This design comes from an exercise in tuning for small area and a short achievable clock period on the open sky130 flow, not from production work.
Only simulation tests tie the RTL to the original design; equivalence was not proved.
Power and IR drop assume default switching activity.

<file path="config.mk">
export PLATFORM = sky130hd
export DESIGN_NAME = sysarray_flat
export DESIGN_NICKNAME = sysarray_flat
export VERILOG_FILES = /design/flow/design.v
export SDC_FILE = /design/flow/constraint.sdc
export NUM_CORES = 4
export LEC_CHECK = 0
export CAP_MARGIN = 20
export CORE_MARGIN = 2
export CORE_UTILIZATION = 40
export CTS_BUF_LIST = sky130_fd_sc_hd__clkbuf_4 sky130_fd_sc_hd__clkbuf_8
export SETUP_SLACK_MARGIN = 1.2
export SLEW_MARGIN = 20
export SYNTH_HIERARCHICAL = 1
export SYNTH_MINIMUM_KEEP_SIZE = 0
</file>
<file path="constraint.sdc">
create_clock -name core_clock -period 5.0 [get_ports {clk}]
set_input_delay 1.0000 -clock core_clock [delete_from_list [all_inputs] [get_ports {clk}]]
set_output_delay 1.0000 -clock core_clock [all_outputs]
set_load 0.01 [all_outputs]
</file>
<file path="design.v">
`default_nettype none
`timescale 1ns/1ns
module pe (
    input  logic        clk,
    input  logic        rst,
    input  logic        clr,
    input  logic [7:0]  a_in,
    input  logic [7:0]  b_in,
    output logic [17:0] acc_out
);
    logic [17:0] sum;
    logic pp0_0;
    logic pp0_1;
    logic pp0_2;
    logic pp0_3;
    logic pp0_4;
    logic pp0_5;
    logic pp0_6;
    logic pp0_7;
    logic pp1_0;
    logic pp1_1;
    logic pp1_2;
    logic pp1_3;
    logic pp1_4;
    logic pp1_5;
    logic pp1_6;
    logic pp1_7;
    logic pp2_0;
    logic pp2_1;
    logic pp2_2;
    logic pp2_3;
    logic pp2_4;
    logic pp2_5;
    logic pp2_6;
    logic pp2_7;
    logic pp3_0;
    logic pp3_1;
    logic pp3_2;
    logic pp3_3;
    logic pp3_4;
    logic pp3_5;
    logic pp3_6;
    logic pp3_7;
    logic pp4_0;
    logic pp4_1;
    logic pp4_2;
    logic pp4_3;
    logic pp4_4;
    logic pp4_5;
    logic pp4_6;
    logic pp4_7;
    logic pp5_0;
    logic pp5_1;
    logic pp5_2;
    logic pp5_3;
    logic pp5_4;
    logic pp5_5;
    logic pp5_6;
    logic pp5_7;
    logic pp6_0;
    logic pp6_1;
    logic pp6_2;
    logic pp6_3;
    logic pp6_4;
    logic pp6_5;
    logic pp6_6;
    logic pp6_7;
    logic pp7_0;
    logic pp7_1;
    logic pp7_2;
    logic pp7_3;
    logic pp7_4;
    logic pp7_5;
    logic pp7_6;
    logic pp7_7;
    logic ha_s0;
    logic ha_c0;
    logic fa_s0;
    logic fa_c0;
    logic ha_s1;
    logic ha_c1;
    logic fa_s1;
    logic fa_c1;
    logic fa_s2;
    logic fa_c2;
    logic ha_s2;
    logic ha_c2;
    logic fa1_s0;
    logic fa1_c0;
    logic fa_s3;
    logic fa_c3;
    logic fa_s4;
    logic fa_c4;
    logic fa_s5;
    logic fa_c5;
    logic fa_s6;
    logic fa_c6;
    logic fa_s7;
    logic fa_c7;
    logic ha_s3;
    logic ha_c3;
    logic fa_s8;
    logic fa_c8;
    logic ha_s4;
    logic ha_c4;
    logic fa_s9;
    logic fa_c9;
    logic fa_s10;
    logic fa_c10;
    logic fa_s11;
    logic fa_c11;
    logic fa_s12;
    logic fa_c12;
    logic fa_s13;
    logic fa_c13;
    logic fa_s14;
    logic fa_c14;
    logic iv_s0;
    logic fa_s15;
    logic fa_c15;
    logic fa_s16;
    logic fa_c16;
    logic fa_s17;
    logic fa_c17;
    logic fa_s18;
    logic fa_c18;
    logic fa_s19;
    logic fa_c19;
    logic fa_s20;
    logic fa_c20;
    logic fa_s21;
    logic fa_c21;
    logic fa_s22;
    logic fa_c22;
    logic fa_s23;
    logic fa_c23;
    logic ha_s5;
    logic ha_c5;
    logic fa_s24;
    logic fa_c24;
    logic fa_s25;
    logic fa_c25;
    logic fa_s26;
    logic fa_c26;
    logic fa_s27;
    logic fa_c27;
    logic fx_s0;
    logic fx_c0;
    logic fx_s0_xy;
    logic fx_s1;
    logic fx_c1;
    logic fx_s1_xy;
    logic fx_s2;
    logic fx_c2;
    logic fx_s2_xy;
    logic fx_s3;
    logic fx_c3;
    logic fx_s3_xy;
    logic fx_s4;
    logic fx_c4;
    logic fx_s4_xy;
    logic fa_s28;
    logic fa_c28;
    logic fa_s29;
    logic fa_c29;
    logic ha_s6;
    logic ha_c6;
    logic fa_s30;
    logic fa_c30;
    logic fa_s31;
    logic fa_c31;
    logic fa_s32;
    logic fa_c32;
    logic fx_s5;
    logic fx_c5;
    logic fx_s5_xy;
    logic fx_s6;
    logic fx_c6;
    logic fx_s6_xy;
    logic fx_s7;
    logic fx_c7;
    logic fx_s7_xy;
    logic fx_s8;
    logic fx_c8;
    logic fx_s8_xy;
    logic fx_s9;
    logic fx_c9;
    logic fx_s9_xy;
    logic fx_s10;
    logic fx_c10;
    logic fx_s10_xy;
    logic fx_s11;
    logic fx_c11;
    logic fx_s11_xy;
    logic fx_s12;
    logic fx_c12;
    logic fx_s12_xy;
    logic fx_s13;
    logic fx_c13;
    logic fx_s13_xy;
    logic fa_s33;
    logic fa_c33;
    logic ha_s7;
    logic ha_c7;
    logic rc_s0;
    logic rc_c0;
    logic rc_s1;
    logic rc_c1;
    logic rc_s2;
    logic rc_c2;
    logic pp_p4;
    logic pp_g4;
    logic pp_p5;
    logic pp_g5;
    logic pp_p6;
    logic pp_g6;
    logic pp_p7;
    logic pp_g7;
    logic pp_p8;
    logic pp_g8;
    logic pp_p9;
    logic pp_g9;
    logic pp_p10;
    logic pp_g10;
    logic pp_p11;
    logic pp_g11;
    logic pp_p12;
    logic pp_g12;
    logic pp_p13;
    logic pp_g13;
    logic pp_p14;
    logic pp_g14;
    logic pp_p15;
    logic pp_g15;
    logic iv_s1;
    logic pp_p16;
    logic pp_g16;
    logic iv_s2;
    logic pp_p17;
    logic pp_g17;
    logic iv_s3;
    logic pg1;
    logic pg2;
    logic pq3;
    logic pg4;
    logic pq5;
    logic pg6;
    logic pq7;
    logic pg8;
    logic pq9;
    logic pg10;
    logic pq11;
    logic pg12;
    logic pq13;
    logic pn14;
    logic pn15;
    logic pg16;
    logic pg17;
    logic pn18;
    logic pn19;
    logic pg20;
    logic pq21;
    logic pg22;
    logic pq23;
    logic pn24;
    logic pn25;
    logic pg26;
    logic pq27;
    logic pg28;
    logic pq29;
    logic pg30;
    logic pn31;
    logic pg32;
    logic pg33;
    logic pg34;
    logic pg35;
    logic pq36;
    logic pn37;
    logic pn38;
    logic pg39;
    logic pq40;
    logic pn41;
    logic pn42;
    logic pg43;
    logic pg44;
    logic pn45;
    logic pn46;
    logic pg47;
    logic pn48;
    logic pn49;
    logic pg50;
    logic pg51;
    logic pg52;
    assign pp0_0 = a_in[0] & b_in[0];
    assign pp0_1 = a_in[0] & b_in[1];
    assign pp0_2 = a_in[0] & b_in[2];
    assign pp0_3 = a_in[0] & b_in[3];
    assign pp0_4 = a_in[0] & b_in[4];
    assign pp0_5 = a_in[0] & b_in[5];
    assign pp0_6 = a_in[0] & b_in[6];
    assign pp0_7 = ~(a_in[0] & b_in[7]);
    assign pp1_0 = a_in[1] & b_in[0];
    assign pp1_1 = a_in[1] & b_in[1];
    assign pp1_2 = a_in[1] & b_in[2];
    assign pp1_3 = a_in[1] & b_in[3];
    assign pp1_4 = a_in[1] & b_in[4];
    assign pp1_5 = a_in[1] & b_in[5];
    assign pp1_6 = a_in[1] & b_in[6];
    assign pp1_7 = ~(a_in[1] & b_in[7]);
    assign pp2_0 = a_in[2] & b_in[0];
    assign pp2_1 = a_in[2] & b_in[1];
    assign pp2_2 = a_in[2] & b_in[2];
    assign pp2_3 = a_in[2] & b_in[3];
    assign pp2_4 = a_in[2] & b_in[4];
    assign pp2_5 = a_in[2] & b_in[5];
    assign pp2_6 = a_in[2] & b_in[6];
    assign pp2_7 = ~(a_in[2] & b_in[7]);
    assign pp3_0 = a_in[3] & b_in[0];
    assign pp3_1 = a_in[3] & b_in[1];
    assign pp3_2 = a_in[3] & b_in[2];
    assign pp3_3 = a_in[3] & b_in[3];
    assign pp3_4 = a_in[3] & b_in[4];
    assign pp3_5 = a_in[3] & b_in[5];
    assign pp3_6 = a_in[3] & b_in[6];
    assign pp3_7 = ~(a_in[3] & b_in[7]);
    assign pp4_0 = a_in[4] & b_in[0];
    assign pp4_1 = a_in[4] & b_in[1];
    assign pp4_2 = a_in[4] & b_in[2];
    assign pp4_3 = a_in[4] & b_in[3];
    assign pp4_4 = a_in[4] & b_in[4];
    assign pp4_5 = a_in[4] & b_in[5];
    assign pp4_6 = a_in[4] & b_in[6];
    assign pp4_7 = ~(a_in[4] & b_in[7]);
    assign pp5_0 = a_in[5] & b_in[0];
    assign pp5_1 = a_in[5] & b_in[1];
    assign pp5_2 = a_in[5] & b_in[2];
    assign pp5_3 = a_in[5] & b_in[3];
    assign pp5_4 = a_in[5] & b_in[4];
    assign pp5_5 = a_in[5] & b_in[5];
    assign pp5_6 = a_in[5] & b_in[6];
    assign pp5_7 = ~(a_in[5] & b_in[7]);
    assign pp6_0 = a_in[6] & b_in[0];
    assign pp6_1 = a_in[6] & b_in[1];
    assign pp6_2 = a_in[6] & b_in[2];
    assign pp6_3 = a_in[6] & b_in[3];
    assign pp6_4 = a_in[6] & b_in[4];
    assign pp6_5 = a_in[6] & b_in[5];
    assign pp6_6 = a_in[6] & b_in[6];
    assign pp6_7 = ~(a_in[6] & b_in[7]);
    assign pp7_0 = ~(a_in[7] & b_in[0]);
    assign pp7_1 = ~(a_in[7] & b_in[1]);
    assign pp7_2 = ~(a_in[7] & b_in[2]);
    assign pp7_3 = ~(a_in[7] & b_in[3]);
    assign pp7_4 = ~(a_in[7] & b_in[4]);
    assign pp7_5 = ~(a_in[7] & b_in[5]);
    assign pp7_6 = ~(a_in[7] & b_in[6]);
    assign pp7_7 = a_in[7] & b_in[7];
    ha u_ha_s0 (.x(acc_out[5]), .y(pp0_5), .s(ha_s0), .c(ha_c0));
    fa u_fa_s0 (.x(pp1_5), .y(acc_out[6]), .z(pp0_6), .s(fa_s0), .c(fa_c0));
    ha u_ha_s1 (.x(pp2_4), .y(pp3_3), .s(ha_s1), .c(ha_c1));
    fa u_fa_s1 (.x(pp1_6), .y(acc_out[7]), .z(pp0_7), .s(fa_s1), .c(fa_c1));
    fa u_fa_s2 (.x(pp4_3), .y(pp2_5), .z(pp3_4), .s(fa_s2), .c(fa_c2));
    ha u_ha_s2 (.x(pp5_2), .y(pp6_1), .s(ha_s2), .c(ha_c2));
    assign fa1_s0 = acc_out[8] ^ pp1_7;
    assign fa1_c0 = acc_out[8] | pp1_7;
    fa u_fa_s3 (.x(pp4_4), .y(pp2_6), .z(pp3_5), .s(fa_s3), .c(fa_c3));
    fa u_fa_s4 (.x(pp7_1), .y(pp5_3), .z(pp6_2), .s(fa_s4), .c(fa_c4));
    fa u_fa_s5 (.x(pp3_6), .y(acc_out[9]), .z(pp2_7), .s(fa_s5), .c(fa_c5));
    fa u_fa_s6 (.x(pp6_3), .y(pp4_5), .z(pp5_4), .s(fa_s6), .c(fa_c6));
    fa u_fa_s7 (.x(pp4_6), .y(acc_out[10]), .z(pp3_7), .s(fa_s7), .c(fa_c7));
    ha u_ha_s3 (.x(acc_out[3]), .y(pp0_3), .s(ha_s3), .c(ha_c3));
    fa u_fa_s8 (.x(pp1_3), .y(acc_out[4]), .z(pp0_4), .s(fa_s8), .c(fa_c8));
    ha u_ha_s4 (.x(pp2_2), .y(pp3_1), .s(ha_s4), .c(ha_c4));
    fa u_fa_s9 (.x(pp3_2), .y(pp1_4), .z(pp2_3), .s(fa_s9), .c(fa_c9));
    fa u_fa_s10 (.x(ha_s0), .y(pp4_1), .z(pp5_0), .s(fa_s10), .c(fa_c10));
    fa u_fa_s11 (.x(pp6_0), .y(pp4_2), .z(pp5_1), .s(fa_s11), .c(fa_c11));
    fa u_fa_s12 (.x(fa_s0), .y(ha_c0), .z(ha_s1), .s(fa_s12), .c(fa_c12));
    fa u_fa_s13 (.x(ha_s2), .y(pp7_0), .z(ha_c1), .s(fa_s13), .c(fa_c13));
    fa u_fa_s14 (.x(fa_s2), .y(fa_c0), .z(fa_s1), .s(fa_s14), .c(fa_c14));
    pinv u_iv_s0 (.a(fa1_s0), .y(iv_s0));
    fa u_fa_s15 (.x(fa_c1), .y(ha_c2), .z(iv_s0), .s(fa_s15), .c(fa_c15));
    fa u_fa_s16 (.x(fa_s4), .y(fa_c2), .z(fa_s3), .s(fa_s16), .c(fa_c16));
    fa u_fa_s17 (.x(fa_c3), .y(pp7_2), .z(fa1_c0), .s(fa_s17), .c(fa_c17));
    fa u_fa_s18 (.x(fa_s6), .y(fa_c4), .z(fa_s5), .s(fa_s18), .c(fa_c18));
    fa u_fa_s19 (.x(pp7_3), .y(pp5_5), .z(pp6_4), .s(fa_s19), .c(fa_c19));
    fa u_fa_s20 (.x(fa_s7), .y(fa_c5), .z(fa_c6), .s(fa_s20), .c(fa_c20));
    fa u_fa_s21 (.x(pp5_6), .y(acc_out[11]), .z(pp4_7), .s(fa_s21), .c(fa_c21));
    fa u_fa_s22 (.x(fa_c7), .y(pp6_5), .z(pp7_4), .s(fa_s22), .c(fa_c22));
    fa u_fa_s23 (.x(pp6_6), .y(acc_out[12]), .z(pp5_7), .s(fa_s23), .c(fa_c23));
    ha u_ha_s5 (.x(acc_out[2]), .y(pp0_2), .s(ha_s5), .c(ha_c5));
    fa u_fa_s24 (.x(pp3_0), .y(pp1_2), .z(pp2_1), .s(fa_s24), .c(fa_c24));
    fa u_fa_s25 (.x(ha_s4), .y(pp4_0), .z(ha_c3), .s(fa_s25), .c(fa_c25));
    fa u_fa_s26 (.x(fa_s9), .y(ha_c4), .z(fa_c8), .s(fa_s26), .c(fa_c26));
    fa u_fa_s27 (.x(fa_c10), .y(fa_c9), .z(fa_s11), .s(fa_s27), .c(fa_c27));
    xor2m u_fx_s0_xy (.a(fa_c11), .b(fa_s13), .y(fx_s0_xy));
    xor2m u_fx_s0 (.a(fx_s0_xy), .b(fa_c12), .y(fx_s0));
    maj3m u_fx_c0 (.a(fa_c11), .b(fa_s13), .c(fa_c12), .y(fx_c0));
    xor2m u_fx_s1_xy (.a(fa_c13), .b(fa_c14), .y(fx_s1_xy));
    xor2m u_fx_s1 (.a(fx_s1_xy), .b(fa_s15), .y(fx_s1));
    maj3m u_fx_c1 (.a(fa_c13), .b(fa_c14), .c(fa_s15), .y(fx_c1));
    xor2m u_fx_s2_xy (.a(fa_c15), .b(fa_c16), .y(fx_s2_xy));
    xor2m u_fx_s2 (.a(fx_s2_xy), .b(fa_s17), .y(fx_s2));
    maj3m u_fx_c2 (.a(fa_c15), .b(fa_c16), .c(fa_s17), .y(fx_c2));
    xor2m u_fx_s3_xy (.a(fa_s19), .b(fa_c17), .y(fx_s3_xy));
    xor2m u_fx_s3 (.a(fx_s3_xy), .b(fa_c18), .y(fx_s3));
    maj3m u_fx_c3 (.a(fa_s19), .b(fa_c17), .c(fa_c18), .y(fx_c3));
    xor2m u_fx_s4_xy (.a(fa_c19), .b(fa_s21), .y(fx_s4_xy));
    xor2m u_fx_s4 (.a(fx_s4_xy), .b(fa_c20), .y(fx_s4));
    maj3m u_fx_c4 (.a(fa_c19), .b(fa_s21), .c(fa_c20), .y(fx_c4));
    fa u_fa_s28 (.x(fa_s23), .y(pp7_5), .z(fa_c21), .s(fa_s28), .c(fa_c28));
    fa u_fa_s29 (.x(pp7_6), .y(acc_out[13]), .z(pp6_7), .s(fa_s29), .c(fa_c29));
    ha u_ha_s6 (.x(acc_out[1]), .y(pp0_1), .s(ha_s6), .c(ha_c6));
    fa u_fa_s30 (.x(ha_s5), .y(pp1_1), .z(pp2_0), .s(fa_s30), .c(fa_c30));
    fa u_fa_s31 (.x(fa_s24), .y(ha_c5), .z(ha_s3), .s(fa_s31), .c(fa_c31));
    fa u_fa_s32 (.x(fa_s25), .y(fa_c24), .z(fa_s8), .s(fa_s32), .c(fa_c32));
    xor2m u_fx_s5_xy (.a(fa_c25), .b(fa_s10), .y(fx_s5_xy));
    xor2m u_fx_s5 (.a(fx_s5_xy), .b(fa_s26), .y(fx_s5));
    maj3m u_fx_c5 (.a(fa_c25), .b(fa_s10), .c(fa_s26), .y(fx_c5));
    xor2m u_fx_s6_xy (.a(fa_c26), .b(fa_s12), .y(fx_s6_xy));
    xor2m u_fx_s6 (.a(fx_s6_xy), .b(fa_s27), .y(fx_s6));
    maj3m u_fx_c6 (.a(fa_c26), .b(fa_s12), .c(fa_s27), .y(fx_c6));
    xor2m u_fx_s7_xy (.a(fa_s14), .b(fa_c27), .y(fx_s7_xy));
    xor2m u_fx_s7 (.a(fx_s7_xy), .b(fx_s0), .y(fx_s7));
    maj3m u_fx_c7 (.a(fa_s14), .b(fa_c27), .c(fx_s0), .y(fx_c7));
    xor2m u_fx_s8_xy (.a(fa_s16), .b(fx_c0), .y(fx_s8_xy));
    xor2m u_fx_s8 (.a(fx_s8_xy), .b(fx_s1), .y(fx_s8));
    maj3m u_fx_c8 (.a(fa_s16), .b(fx_c0), .c(fx_s1), .y(fx_c8));
    xor2m u_fx_s9_xy (.a(fa_s18), .b(fx_c1), .y(fx_s9_xy));
    xor2m u_fx_s9 (.a(fx_s9_xy), .b(fx_s2), .y(fx_s9));
    maj3m u_fx_c9 (.a(fa_s18), .b(fx_c1), .c(fx_s2), .y(fx_c9));
    xor2m u_fx_s10_xy (.a(fa_s20), .b(fx_c2), .y(fx_s10_xy));
    xor2m u_fx_s10 (.a(fx_s10_xy), .b(fx_s3), .y(fx_s10));
    maj3m u_fx_c10 (.a(fa_s20), .b(fx_c2), .c(fx_s3), .y(fx_c10));
    xor2m u_fx_s11_xy (.a(fa_s22), .b(fx_s4), .y(fx_s11_xy));
    xor2m u_fx_s11 (.a(fx_s11_xy), .b(fx_c3), .y(fx_s11));
    maj3m u_fx_c11 (.a(fa_s22), .b(fx_s4), .c(fx_c3), .y(fx_c11));
    xor2m u_fx_s12_xy (.a(fa_c22), .b(fa_s28), .y(fx_s12_xy));
    xor2m u_fx_s12 (.a(fx_s12_xy), .b(fx_c4), .y(fx_s12));
    maj3m u_fx_c12 (.a(fa_c22), .b(fa_s28), .c(fx_c4), .y(fx_c12));
    xor2m u_fx_s13_xy (.a(fa_c23), .b(fa_s29), .y(fx_s13_xy));
    xor2m u_fx_s13 (.a(fx_s13_xy), .b(fa_c28), .y(fx_s13));
    maj3m u_fx_c13 (.a(fa_c23), .b(fa_s29), .c(fa_c28), .y(fx_c13));
    fa u_fa_s33 (.x(fa_c29), .y(acc_out[14]), .z(pp7_7), .s(fa_s33), .c(fa_c33));
    ha u_ha_s7 (.x(acc_out[0]), .y(pp0_0), .s(ha_s7), .c(ha_c7));
    fa u_rc_s0 (.x(ha_c7), .y(pp1_0), .z(ha_s6), .s(rc_s0), .c(rc_c0));
    fa u_rc_s1 (.x(rc_c0), .y(ha_c6), .z(fa_s30), .s(rc_s1), .c(rc_c1));
    fa u_rc_s2 (.x(rc_c1), .y(fa_c30), .z(fa_s31), .s(rc_s2), .c(rc_c2));
    pinv u_iv_s1 (.a(acc_out[15]), .y(iv_s1));
    pinv u_iv_s2 (.a(acc_out[16]), .y(iv_s2));
    pinv u_iv_s3 (.a(acc_out[17]), .y(iv_s3));
    assign sum[0] = ha_s7;
    assign sum[1] = rc_s0;
    assign sum[2] = rc_s1;
    assign sum[3] = rc_s2;
    ha u_hpg4 (.x(fa_c31), .y(fa_s32), .s(pp_p4), .c(pp_g4));
    ha u_hpg5 (.x(fa_c32), .y(fx_s5), .s(pp_p5), .c(pp_g5));
    ha u_hpg6 (.x(fx_c5), .y(fx_s6), .s(pp_p6), .c(pp_g6));
    ha u_hpg7 (.x(fx_c6), .y(fx_s7), .s(pp_p7), .c(pp_g7));
    ha u_hpg8 (.x(fx_c7), .y(fx_s8), .s(pp_p8), .c(pp_g8));
    ha u_hpg9 (.x(fx_c8), .y(fx_s9), .s(pp_p9), .c(pp_g9));
    ha u_hpg10 (.x(fx_c9), .y(fx_s10), .s(pp_p10), .c(pp_g10));
    ha u_hpg11 (.x(fx_c10), .y(fx_s11), .s(pp_p11), .c(pp_g11));
    ha u_hpg12 (.x(fx_c11), .y(fx_s12), .s(pp_p12), .c(pp_g12));
    ha u_hpg13 (.x(fx_c12), .y(fx_s13), .s(pp_p13), .c(pp_g13));
    ha u_hpg14 (.x(fx_c13), .y(fa_s33), .s(pp_p14), .c(pp_g14));
    ha u_hpg15 (.x(fa_c33), .y(iv_s1), .s(pp_p15), .c(pp_g15));
    ha u_hpg16 (.x(acc_out[15]), .y(iv_s2), .s(pp_p16), .c(pp_g16));
    ha u_hpg17 (.x(acc_out[16]), .y(iv_s3), .s(pp_p17), .c(pp_g17));
    paoi u_pg1 (.g1(pp_g4), .p1(pp_p4), .g0(rc_c2), .y(pg1));
    paoi u_pg2 (.g1(pp_g6), .p1(pp_p6), .g0(pp_g5), .y(pg2));
    pnand u_pq3 (.a(pp_p6), .b(pp_p5), .y(pq3));
    paoi u_pg4 (.g1(pp_g8), .p1(pp_p8), .g0(pp_g7), .y(pg4));
    pnand u_pq5 (.a(pp_p8), .b(pp_p7), .y(pq5));
    paoi u_pg6 (.g1(pp_g10), .p1(pp_p10), .g0(pp_g9), .y(pg6));
    pnand u_pq7 (.a(pp_p10), .b(pp_p9), .y(pq7));
    paoi u_pg8 (.g1(pp_g12), .p1(pp_p12), .g0(pp_g11), .y(pg8));
    pnand u_pq9 (.a(pp_p12), .b(pp_p11), .y(pq9));
    paoi u_pg10 (.g1(pp_g14), .p1(pp_p14), .g0(pp_g13), .y(pg10));
    pnand u_pq11 (.a(pp_p14), .b(pp_p13), .y(pq11));
    paoi u_pg12 (.g1(pp_g16), .p1(pp_p16), .g0(pp_g15), .y(pg12));
    pnand u_pq13 (.a(pp_p16), .b(pp_p15), .y(pq13));
    pinv u_pn14 (.a(pp_g5), .y(pn14));
    pinv u_pn15 (.a(pp_p5), .y(pn15));
    poai u_pg16 (.g1(pn14), .p1(pn15), .g0(pg1), .y(pg16));
    poai u_pg17 (.g1(pg2), .p1(pq3), .g0(pg1), .y(pg17));
    pinv u_pn18 (.a(pp_g9), .y(pn18));
    pinv u_pn19 (.a(pp_p9), .y(pn19));
    poai u_pg20 (.g1(pn18), .p1(pn19), .g0(pg4), .y(pg20));
    pnor u_pq21 (.a(pn19), .b(pq5), .y(pq21));
    poai u_pg22 (.g1(pg6), .p1(pq7), .g0(pg4), .y(pg22));
    pnor u_pq23 (.a(pq7), .b(pq5), .y(pq23));
    pinv u_pn24 (.a(pp_g13), .y(pn24));
    pinv u_pn25 (.a(pp_p13), .y(pn25));
    poai u_pg26 (.g1(pn24), .p1(pn25), .g0(pg8), .y(pg26));
    pnor u_pq27 (.a(pn25), .b(pq9), .y(pq27));
    poai u_pg28 (.g1(pg10), .p1(pq11), .g0(pg8), .y(pg28));
    pnor u_pq29 (.a(pq11), .b(pq9), .y(pq29));
    paoi u_pg30 (.g1(pp_g7), .p1(pp_p7), .g0(pg17), .y(pg30));
    pinv u_pn31 (.a(pg17), .y(pn31));
    poai u_pg32 (.g1(pg4), .p1(pq5), .g0(pn31), .y(pg32));
    paoi u_pg33 (.g1(pg20), .p1(pq21), .g0(pg17), .y(pg33));
    paoi u_pg34 (.g1(pg22), .p1(pq23), .g0(pg17), .y(pg34));
    paoi u_pg35 (.g1(pp_g15), .p1(pp_p15), .g0(pg28), .y(pg35));
    pnand u_pq36 (.a(pp_p15), .b(pq29), .y(pq36));
    pinv u_pn37 (.a(pg12), .y(pn37));
    pinv u_pn38 (.a(pq13), .y(pn38));
    paoi u_pg39 (.g1(pn37), .p1(pn38), .g0(pg28), .y(pg39));
    pnand u_pq40 (.a(pn38), .b(pq29), .y(pq40));
    pinv u_pn41 (.a(pp_g11), .y(pn41));
    pinv u_pn42 (.a(pp_p11), .y(pn42));
    poai u_pg43 (.g1(pn41), .p1(pn42), .g0(pg34), .y(pg43));
    poai u_pg44 (.g1(pg8), .p1(pq9), .g0(pg34), .y(pg44));
    pinv u_pn45 (.a(pg26), .y(pn45));
    pinv u_pn46 (.a(pq27), .y(pn46));
    poai u_pg47 (.g1(pn45), .p1(pn46), .g0(pg34), .y(pg47));
    pinv u_pn48 (.a(pg28), .y(pn48));
    pinv u_pn49 (.a(pq29), .y(pn49));
    poai u_pg50 (.g1(pn48), .p1(pn49), .g0(pg34), .y(pg50));
    poai u_pg51 (.g1(pg35), .p1(pq36), .g0(pg34), .y(pg51));
    poai u_pg52 (.g1(pg39), .p1(pq40), .g0(pg34), .y(pg52));
    assign sum[4] = pp_p4 ^ rc_c2;
    assign sum[5] = ~(pp_p5 ^ pg1);
    assign sum[6] = pp_p6 ^ pg16;
    assign sum[7] = pp_p7 ^ pg17;
    assign sum[8] = ~(pp_p8 ^ pg30);
    assign sum[9] = pp_p9 ^ pg32;
    assign sum[10] = ~(pp_p10 ^ pg33);
    assign sum[11] = ~(pp_p11 ^ pg34);
    assign sum[12] = pp_p12 ^ pg43;
    assign sum[13] = pp_p13 ^ pg44;
    assign sum[14] = pp_p14 ^ pg47;
    assign sum[15] = pp_p15 ^ pg50;
    assign sum[16] = pp_p16 ^ pg51;
    assign sum[17] = pp_p17 ^ pg52;
    always_ff @(posedge clk) begin
        if (rst || clr) acc_out <= '0;
        else            acc_out <= sum;
    end
endmodule
module fa (
    input  logic x,
    input  logic y,
    input  logic z,
    output logic s,
    output logic c
);
    assign s = x ^ y ^ z;
    assign c = (x & y) | (x & z) | (y & z);
endmodule
module ha (
    input  logic x,
    input  logic y,
    output logic s,
    output logic c
);
    assign s = x ^ y;
    assign c = x & y;
endmodule
module xor2m (input logic a, input logic b, output logic y);
    assign y = a ^ b;
endmodule
module maj3m (input logic a, input logic b, input logic c, output logic y);
    assign y = (a & b) | (c & (a | b));
endmodule
module paoi (input logic g1, input logic p1, input logic g0, output logic y);
    assign y = ~(g1 | (p1 & g0));
endmodule
module poai (input logic g1, input logic p1, input logic g0, output logic y);
    assign y = ~(g1 & (p1 | g0));
endmodule
module pnand (input logic a, input logic b, output logic y);
    assign y = ~(a & b);
endmodule
module pnor (input logic a, input logic b, output logic y);
    assign y = ~(a | b);
endmodule
module pinv (input logic a, output logic y);
    assign y = ~a;
endmodule
`default_nettype none
`timescale 1ns/1ns
module sysarray (
    input  logic               clk,
    input  logic               rst,
    input  logic               clr,
    input  logic [2:0][7:0]    left,
    input  logic [2:0][7:0]    top,
    output logic [8:0][17:0]   out
);
    logic [2:0][2:0][7:0] a_in;   
    logic [2:0][2:0][7:0] b_in;   
    genvar r, c;
    generate
        for (r = 0; r < 3; r++) begin : g_row
            assign a_in[r][0] = left[r];
            assign b_in[0][r] = top[r];
            for (c = 0; c < 3; c++) begin : g_col
                if (c < 2) begin : g_hop
                    logic [7:0] a_q, b_q;
                    always_ff @(posedge clk) begin
                        if (rst) begin
                            a_q <= '0;
                            b_q <= '0;
                        end else begin
                            a_q <= a_in[r][c];
                            b_q <= b_in[c][r];
                        end
                    end
                    assign a_in[r][c+1] = a_q;
                    assign b_in[c+1][r] = b_q;
                end
                pe u_pe (
                    .clk(clk),
                    .rst(rst),
                    .clr(clr),
                    .a_in(a_in[r][c]),
                    .b_in(b_in[r][c]),
                    .acc_out(out[3*r+c])
                );
            end
        end
    endgenerate
endmodule
`default_nettype none
`timescale 1ns/1ns
module sysarray_flat (
    input  wire         clk,
    input  wire         rst,
    input  wire         clr,
    input  wire [23:0]  a_left,
    input  wire [23:0]  b_top,
    output wire [161:0] acc_out
);
    sysarray u_arr (
        .clk(clk),
        .rst(rst),
        .clr(clr),
        .left(a_left),
        .top(b_top),
        .out(acc_out)
    );
endmodule
</file>
<file path="flow/run.sh">
#!/bin/bash
set -euo pipefail
export BUFFER_PORTS_ARGS="-buffer_cell sky130_fd_sc_hd__buf_1"
export PRE_RESIZE_TCL="$PWD/flow/pre_resize.tcl"
bash standard.sh > standard.log 2>&1
</file>
<file path="flow/pre_resize.tcl">
# Input-port buffers (named input* by buffer_ports) to buf_4.
set n 0
foreach inst [get_cells input*] {
  if { [get_property $inst ref_name] == "sky130_fd_sc_hd__buf_1" } {
    replace_cell $inst sky130_fd_sc_hd__buf_4
    incr n
  }
}
puts "pre_resize: $n input buffers made sky130_fd_sc_hd__buf_4"
</file>
<file path="standard.sh">
#!/bin/bash
# synth_recipe.tcl (not shown) runs the flow's synth.tcl, then flattens the netlist and writes it again
# the make line also repeats each setting of config.mk as NAME=value (left out here)
make -C /OpenROAD-flow-scripts/flow DESIGN_CONFIG=/design/flow/config.mk WORK_HOME=/design/flow/orfs CLKGATE_MAP_FILE= SYNTH_SCRIPT=/design/flow/synth_recipe.tcl "${@:-finish}"
</file>
==> metrics.log, run 1 <==
[metrics] post-synth design cell area: 26800 um^2
[metrics] Post-synth EDFFs: 0
[metrics] WS Path Type: input pin to flip-flop
[metrics] Ys Warns: 8
[metrics] prevailing post-synth register cell: dfxtp_1
[metrics] Worst Path Required: 5.50 ns
[metrics] cts-stage hold buffer count: 0
[metrics] post-detailed-routing wire length: 63.8 mm
[metrics] synthesized instance count: 2713
[metrics] proportion of synthesized flip-flops having asynchronous set or reset: 0%
[metrics] number of iterations in the first detailed-routing pass: 5
[metrics] peak supply drop: 434 uV
[metrics] HPWL after detailed placement: 51.9 mm
[metrics] net count after synthesis: 3304
[metrics] DR WL/cell: 16.5 um
[metrics] starting density of the core: 40.6%
[metrics] initial antenna violation count: 1
[metrics] most instantiated cells after synthesis: and2_1 (495), fa_1 (333), xor2_1 (288), dfxtp_1 (258), ha_1 (207)
[metrics] Least-Margin Pin Slew: 0.646 ns
[metrics] number of unique standard cell types used by synthesis: 19
[metrics] CTS tree: done
[metrics] Period Utilization, post-route: 73.3%
[metrics] highest layer used for signal routing: met4
[metrics] Post-Route M1 WL: 27.8 mm
[metrics] gr usage total: 19.0%
[metrics] flops & latches, synth: 258
[metrics] Worst Setup End Kind: flip-flop
[metrics] total number of H-tree levels: 2
[metrics] global-route wire length before repair: 107 mm
[metrics] arrival time reported for the critical path endpoint: 4.17 ns
[metrics] number of fill cells in the layout: 6283
[metrics] Synth area leaders: fa_1 (25%), dfxtp_1 (19%), and2_1 (12%)
[metrics] Worst setup SP type: input pin
[metrics] number of placement rows: 94
[metrics] area used by multi-input combinational logic: 20900 um^2
[metrics] Worst-Skew Late Latency: 0.64 ns
[metrics] Max Cap Violations: 0
[metrics] fraction of final layout cells sized beyond drive strength 1: 16.8%
[metrics] Die H: 263 um
[metrics] top-count cell post-synth: and2_1
[metrics] Leakage Power: 13.6 nW
[metrics] Residual DRC: 0
[metrics] Peak Freq: 273 MHz
[metrics] Sum Neg Setup Slack: 0 ns
[metrics] # clock sinks: 258
[metrics] setup repair after global routing missed its margin: true
[metrics] Max FO, Critical Path: 9
[metrics] met2 wire length: 31.6 mm
[metrics] maximum number of pins on one net before global-route repair: 37
[metrics] post-layout util: 45.9%
[metrics] via total after detailed routing: 18700
[metrics] register area share after synthesis: 19.2%
[metrics] TritonCTS buffer count: 52
[metrics] Clock Skews: 0.0194 ns
[metrics] total core area: 66100 um^2
[metrics] full die area: 69200 um^2
[metrics] number of setup violations in the final report: 0
[metrics] total power per unit cell area: 505 nW/um^2
[metrics] Die X: 263 um
[metrics] Synth Area per Inst: 9.89 um^2
[metrics] Final GP Congestion: 0.850
[metrics] met3 layer wire length in the routed design: 2.68 mm
[metrics] Register Area: 5250 um^2
[metrics] Vias/cell: 4.85
[metrics] worst-case clock buffer depth: 3
[metrics] Max Transition Viols Final: 0
[metrics] Final Net Count: 3546
[metrics] Hold/Removal Path Class: flip-flop to flip-flop
[metrics] count of final hold-check violations: 0
[metrics] number of global-route vias before repair: 20600
[metrics] Iteration-0 DRC Markers: 696
[metrics] Area Overhead vs Synth: 13.1%
[metrics] count of nets left with antenna violations after detail routing: 0
[metrics] Remaining Overflow, GRT: 0
[metrics] worst-case headroom to the max-slew limit: 56.7%
[metrics] run status: complete, no violations
[metrics] library cell used as clock root buffer: clkbuf_8
[metrics] final critical-path required period: 3.66 ns
[metrics] Top Ports: 213
[metrics] dominant cell type by area after synthesis: fa_1
[metrics] share of the synthesized area in the top cell type: 24.8%
[metrics] clock-pin slew on the worst setup and hold paths: 0.06 ns
[metrics] Port Buf Inserts: 212
-- stage by stage --
stage	power [mW]	setup slack (ns)	instances	instance area [um^2]	hold WS (ns)
after floorplan	10.6	1.19	2713	27000	0.436
after global placement	12.1	0.522	3761	28600	0.554
after detailed placement	12.4	0.673	3761	28800	0.556
after CTS	15.4	1.25	3856	30200	0.575
after global routing	16.9	1.17	3865	30400	0.552
final	15.3	1.34	3865	30400	0.532
-- cell usage in the layout (no fill, tap or decap), drive strengths merged, types with 9 or more instances in the layout --
master  Yosys  layout
fa        333     333
or2         9       9
xnor2      90      90
maj3      126     126
buf        28     224
bufinv      0      10
inv       189     189
dfxtp     258     258
xor2      288     288
a21oi     108     108
clkbuf      9      75
nor2b      96      96
o21ai     117     117
and2      495     495
nor2      171     171
nand2     189     189
ha        207     207
-- cell type report --
cell class,count,share of cell area [%]
diodes,5,0.0412
clock buffers,74,3.23
clock inverters,21,1.20
inverters,189,2.34
multi-input cells,2229,68.8
flip-flops and latches,258,17.3
well taps,864,3.56
repair buffers,225,3.56
-- layer usage --
layer / vias up / GRT usage, %
li1: 9072 / -
met1: 9259 / 23.9
met2: 312 / 33.1
met3: 93 / 3.39
met4: 0 / 5.62
met5: - / 0
-- critical path, stage by stage --
cell and delay, ns:
buf_4 0.15, and2_4 0.16, fa_2 0.39, fa_1 0.51
maj3_2 0.36, xor2_1 0.17, xor2_1 0.29, ha_4 0.26
a21oi_2 0.10, o21ai_1 0.09, a21oi_2 0.31, o21ai_1 0.14
xnor2_1 0.18, nor2_1 0.06
-- Yosys stat by module (local to each module, per instance), excerpt --
| module | flip-flops and latches | cells | copies in the design |
|---|---|---|---|
| ha | 0 | 1 | 198 |
| maj3m | 0 | 1 | 126 |
| paoi | 0 | 1 | 108 |
| pe | 18 | 122 | 9 |
| pinv | 0 | 1 | 171 |
| pnor | 0 | 1 | 36 |
| sysarray | 96 | 202 | 1 |
-- cells by family after synthesis --
family	count (synthesis)	synth area share, %
fa+ha+maj	666	39.8
xor+xnor	378	12.3
simple gates	960	19.1
flops	258	19.2
compound gates	225	5.71
buf+inv	226	3.81
-- timing repair --
| item | 4_1_cts | 5_1_grt |
|---|---|---|
| endpoints found under the setup margin | 13 | 54 |
| pin swaps | 0 | 2 |
| gates cloned | 0 | 0 |
| resized for setup | 5 | 65 |
| setup buffers | 0 | 4 |
| hold endpoints to repair | 0 | 0 |
-- worst paths after layout --
path	from	endpoint	slack, ns	depth (start not counted)
worst max-delay path	a_left[4]	u_arr.g_row[0].g_col[0].u_pe.acc_out[16]	1.34	14
worst min-delay path	u_arr.g_row[2].g_col[0].g_hop.a_q[0]	u_arr.g_row[2].g_col[1].g_hop.a_q[0]	0.53	1
worst max register to register	u_arr.g_row[0].g_col[1].g_hop.b_q[5]	u_arr.g_row[2].g_col[0].u_pe.acc_out[16]	1.39	13
worst min register to register	u_arr.g_row[2].g_col[0].g_hop.a_q[0]	u_arr.g_row[2].g_col[1].g_hop.a_q[0]	0.53	1
-- power by group --
group	internal, mW	switching (mW)	total, mW
logic	4.35	5.43	9.77
clock network	1.78	1.04	2.82
registers	2.40	0.340	2.74
-- flip-flops by register name, summed over array words and instances, names as in the netlist --
register and flops:
u_arr.g_row.g_col.g_hop.b_q 48, u_arr.g_row.g_col.u_pe.acc_out 162, u_arr.g_row.g_col.g_hop.a_q 48
==> run 2: changes to the inputs <==
--- a/config.mk
+++ b/config.mk
@@ -10,5 +10,5 @@
 export CORE_UTILIZATION = 40
 export CTS_BUF_LIST = sky130_fd_sc_hd__clkbuf_4 sky130_fd_sc_hd__clkbuf_8
-export SETUP_SLACK_MARGIN = 1.2
+export SETUP_SLACK_MARGIN = 1.1
 export SLEW_MARGIN = 20
 export SYNTH_HIERARCHICAL = 1
==> run 2 against run 1 <==
Against the previous run: sequential power barely moved; combinational power is 0.6% lower; hold slack lost 0.0022 ns; non-clock buffer count grew 2; synthesized cell count unchanged; worst setup slack got worse by 0.044 ns; clock skew grew 0.020 ns; critical path type unchanged; sequential cell count unchanged; clock power down 8.9%; core utilization down 0.45 points; final area shrank 0.98%; still clean on timing, DRC and antenna; wire length rose by 2.7%; highest routed layer is now met5.
==> metrics.log, run 2 <==
[metrics] Worst setup SP type: input pin
[metrics] XOR/XNOR share of the synthesized area: 12.3%
[metrics] total power per unit cell area: 500 nW/um^2
[metrics] Remaining Overflow, GRT: 0
[metrics] DR WL/cell: 16.9 um
[metrics] Area Overhead vs Synth: 12.0%
[metrics] total number of H-tree levels: 2
[metrics] run status: complete, no violations
[metrics] Sum Neg Setup Slack: 0 ns
[metrics] Max Cap Violations: 0
[metrics] HPWL after detailed placement: 52.4 mm
[metrics] initial antenna violation count: 3
[metrics] placed instance count: 3766
[metrics] arrival time reported for the critical path endpoint: 4.22 ns
[metrics] non-filler instance count after layout: 3868
[metrics] Worst Setup End Kind: flip-flop
[metrics] Synth area leaders: fa_1 (25%), dfxtp_1 (19%), and2_1 (12%)
[metrics] WS Path Type: input pin to flip-flop
[metrics] peak supply drop: 424 uV
[metrics] flops & latches, synth: 258
[metrics] Synth Area per Inst: 9.89 um^2
[metrics] Residual DRC: 0
[metrics] register area share after synthesis: 19.2%
[metrics] number of placement rows: 94
[metrics] most instantiated cells after synthesis: and2_1 (495), fa_1 (333), xor2_1 (288), dfxtp_1 (258), ha_1 (207)
[metrics] dominant combinational cell family by area after synthesis: adder cells
[metrics] number of setup violations in the final report: 0
[metrics] Ys Warns: 8
[metrics] via total after detailed routing: 18900
[metrics] registers with the most flip-flops: u_arr.g_row.g_col.u_pe.acc_out: 162 flops, u_arr.g_row.g_col.g_hop.a_q: 48 flops, u_arr.g_row.g_col.g_hop.b_q: 48 flops
[metrics] Final Total Pwr: 15.0 mW
[metrics] Hold/Removal Path Class: flip-flop to flip-flop
[metrics] net count after synthesis: 3304
[metrics] Leakage Power: 13.5 nW
[metrics] critical-path cell with the highest stage delay: o21ai_1
[metrics] Die H: 263 um
[metrics] post-synthesis compound-gate area fraction: 5.71%
[metrics] Iteration-0 DRC Markers: 547
[metrics] post-synth design cell area: 26800 um^2
[metrics] count of final hold-check violations: 0
[metrics] number of unique standard cell types used by synthesis: 19
[metrics] simple-gate area share of the yosys netlist: 19.1%
[metrics] count of nets left with antenna violations after detail routing: 0
[metrics] worst setup slack for register-to-register paths: 1.31 ns
[metrics] Worst-Skew Late Latency: 0.66 ns
[metrics] prevailing post-synth register cell: dfxtp_1
[metrics] synthesized instance count: 2713
[metrics] Final Net Count: 3550
[metrics] Post-synth EDFFs: 0
[metrics] setup repair after global routing missed its margin: true
[metrics] total core area: 66100 um^2
[metrics] Final GP Congestion: 0.872
[metrics] Max FO, Critical Path: 9
[metrics] cts-stage hold buffer count: 0
[metrics] Least-Margin Pin Slew: 0.679 ns
[metrics] Die X: 263 um
[metrics] fraction of final layout cells sized beyond drive strength 1: 15.0%
[metrics] register with the most flip-flops: u_arr.g_row.g_col.u_pe.acc_out
[metrics] CTS tree: done
[metrics] top library cells by usage in the layout, fill and taps aside: and2_1 (495), fa_1 (323), xor2_1 (288)
[metrics] number of global-route vias before repair: 21000
[metrics] clock-pin slew on the worst setup and hold paths: 0.06 ns
[metrics] library cell used as clock root buffer: clkbuf_8
[metrics] flip-flop count of the largest register, all copies and words added: 162
[metrics] Worst Path Required: 5.51 ns
[metrics] final critical-path required period: 3.71 ns
[metrics] gr usage total: 19.2%
[metrics] number of fill cells in the layout: 6372
[metrics] Peak Freq: 270 MHz
[metrics] sequence of cells on the critical path: buf_4 -> and2_1 -> ha_1 -> fa_1 -> fa_1 -> xor2_1 -> ha_1 -> nand2_1 -> o21ai_1 -> a21oi_4 -> o21ai_1 -> xnor2_1 -> nor2_1
[metrics] post-detailed-routing wire length: 65.5 mm
[metrics] Vias/cell: 4.87
[metrics] share of the synthesized area in the top cell type: 24.8%
[metrics] global-route wire length before repair: 108 mm
[metrics] top-count cell post-synth: and2_1
[metrics] share of cell area taken by muxes after synthesis: 0%
[metrics] Max Transition Viols Final: 0
[metrics] worst-case headroom to the max-slew limit: 54.4%
[metrics] TritonCTS buffer count: 54
[metrics] dominant cell type by area after synthesis: fa_1
[metrics] worst-case clock buffer depth: 3
[metrics] Top Ports: 213
[metrics] number of iterations in the first detailed-routing pass: 4
[metrics] share of synthesized cell area in full adder, half adder and majority cells: 39.8%
[metrics] Period Utilization, post-route: 74.2%
[metrics] full die area: 69200 um^2
[metrics] Clock Skews: 0.0395 ns
[metrics] # clock sinks: 258
[metrics] starting density of the core: 40.6%
[metrics] leading cell type in the layout, fill and taps excluded: and2_1
[metrics] proportion of synthesized flip-flops having asynchronous set or reset: 0%
[metrics] Port Buf Inserts: 212
[metrics] worst stage delay on the critical path: 0.52 ns
[metrics] maximum number of pins on one net before global-route repair: 58
[run 2: repair_timing]
action                                  CTS  global route
endpoints found under the setup margin    6            46
gates resized for setup                   2            39
endpoints found under the hold margin     0             0
buffers inserted                          0             1
[run 2: cell families (layout without fill, tap and decap cells)]
group | Yosys count | count (layout)
AOI/OAI and AO/OA | 225 | 225
xor gates and xnor gates | 378 | 378
adders and majority gates | 666 | 666
buffers and inverters | 226 | 516
DFF | 258 | 258
other | 0 | 1
and+or+nand+nor | 960 | 960
[run 2: area by class of cell]
cell class | instances | area, um^2 | area share (%)
diodes | 1 | 2.50 | 0.00832
clock buffers | 78 | 998 | 3.32
clock inverters | 22 | 221 | 0.737
inverters | 189 | 709 | 2.36
multi-input cells | 2229 | 20700 | 69.0
flip-flops and latches | 258 | 5210 | 17.3
well taps | 864 | 1080 | 3.60
repair buffers | 227 | 1110 | 3.68
[run 2: report_power, final]
| part | total (mW) | switching [mW] | leakage, nW | internal (mW) |
|---|---|---|---|---|
| clock network | 2.57 | 1.08 | 0.646 | 1.49 |
| registers | 2.74 | 0.334 | 2.13 | 2.40 |
| logic | 9.71 | 5.46 | 10.7 | 4.24 |
| total | 15.0 | 6.88 | 13.5 | 8.14 |
[run 2: worst max-delay path, delay by kind of cell]
kind	cells	cell delay, ns
AOI/OAI and AO/OA	3	0.92
xor gates and xnor gates	2	0.33
and+or+nand+nor	3	0.30
adders and majority gates	4	1.51
buffers and inverters	1	0.15
[run 2: through the flow]
step,area [um^2],util [%],setup WS [ns],hold slack [ns]
after floorplan,26900,-,1.11,0.436
after global placement,28500,43.2,0.440,0.553
after detailed placement,28700,43.5,0.630,0.569
after CTS,29900,45.3,1.13,0.539
after global routing,30100,45.5,1.08,0.554
final,30100,45.5,1.29,0.529
[run 2: routing by layer]
| metal | GRT usage [%] | vias up | wire (um) |
|---|---|---|---|
| met3 | 4.22 | 113 | 3280 |
| met4 | 6.08 | 2 | 1980 |
| met1 | 23.6 | 9357 | 28100 |
| li1 | - | 9067 | - |
| met2 | 33.6 | 313 | 32100 |
| met5 | 0 | - | 16 |
[run 2: per-module statistics from Yosys, one instance, submodules excluded, excerpt]
| module | times used | flops+latches | cells |
|---|---|---|---|
| pe | 9 | 18 | 122 |
| paoi | 108 | 0 | 1 |
| sysarray | 1 | 96 | 202 |
| maj3m | 126 | 0 | 1 |
| ha | 198 | 0 | 1 |
| pnor | 36 | 0 | 1 |
[run 2: final timing paths]
path	startpoint	endpoint	cells past startpoint
max	b_top[13]	u_arr.g_row[0].g_col[1].u_pe.acc_out[12]	13
min	u_arr.g_row[2].g_col[0].g_hop.a_q[3]	u_arr.g_row[2].g_col[1].g_hop.a_q[3]	1
max reg2reg	u_arr.g_row[0].g_col[0].g_hop.a_q[2]	u_arr.g_row[0].g_col[1].u_pe.acc_out[12]	11
min reg2reg	u_arr.g_row[2].g_col[0].g_hop.a_q[3]	u_arr.g_row[2].g_col[1].g_hop.a_q[3]	1

port drivers added, routing unchanged:
In the flow no input, the clock included, has a driving cell. The finished layouts below were timed again as built, in two steps. Step 1 sets driving cells, clkbuf_16 on the clock port and buf_2 on the other inputs (assumed; they add their load-dependent delay and slew). Step 2 moves the port delays by t, midway between the first and last clock arrival at a register: inputs arrive t later, outputs are due t later. That takes back most of the time a late clock gives input paths. a / b / c = no drivers / after step 1 / after step 2; a / b = the first two.
| run | t (ns) | setup slack, ns | worst setup path after step 2 | clock arrival spread, ns | worst slew at a driven data input, ns |
|---|---|---|---|---|---|
| run 1 | 0.695 | 1.336 / 1.372 / 0.678 | input to register | 0.021 / 0.021 | 0.08 |
| run 2 | 0.703 | 1.292 / 1.314 / 0.624 | input to register | 0.043 / 0.043 | 0.08 |
After both steps every run listed still meets setup and hold. The setup slack of run 2, which loses most, moves by +0.022 ns with the drivers and by -0.668 ns with both steps.
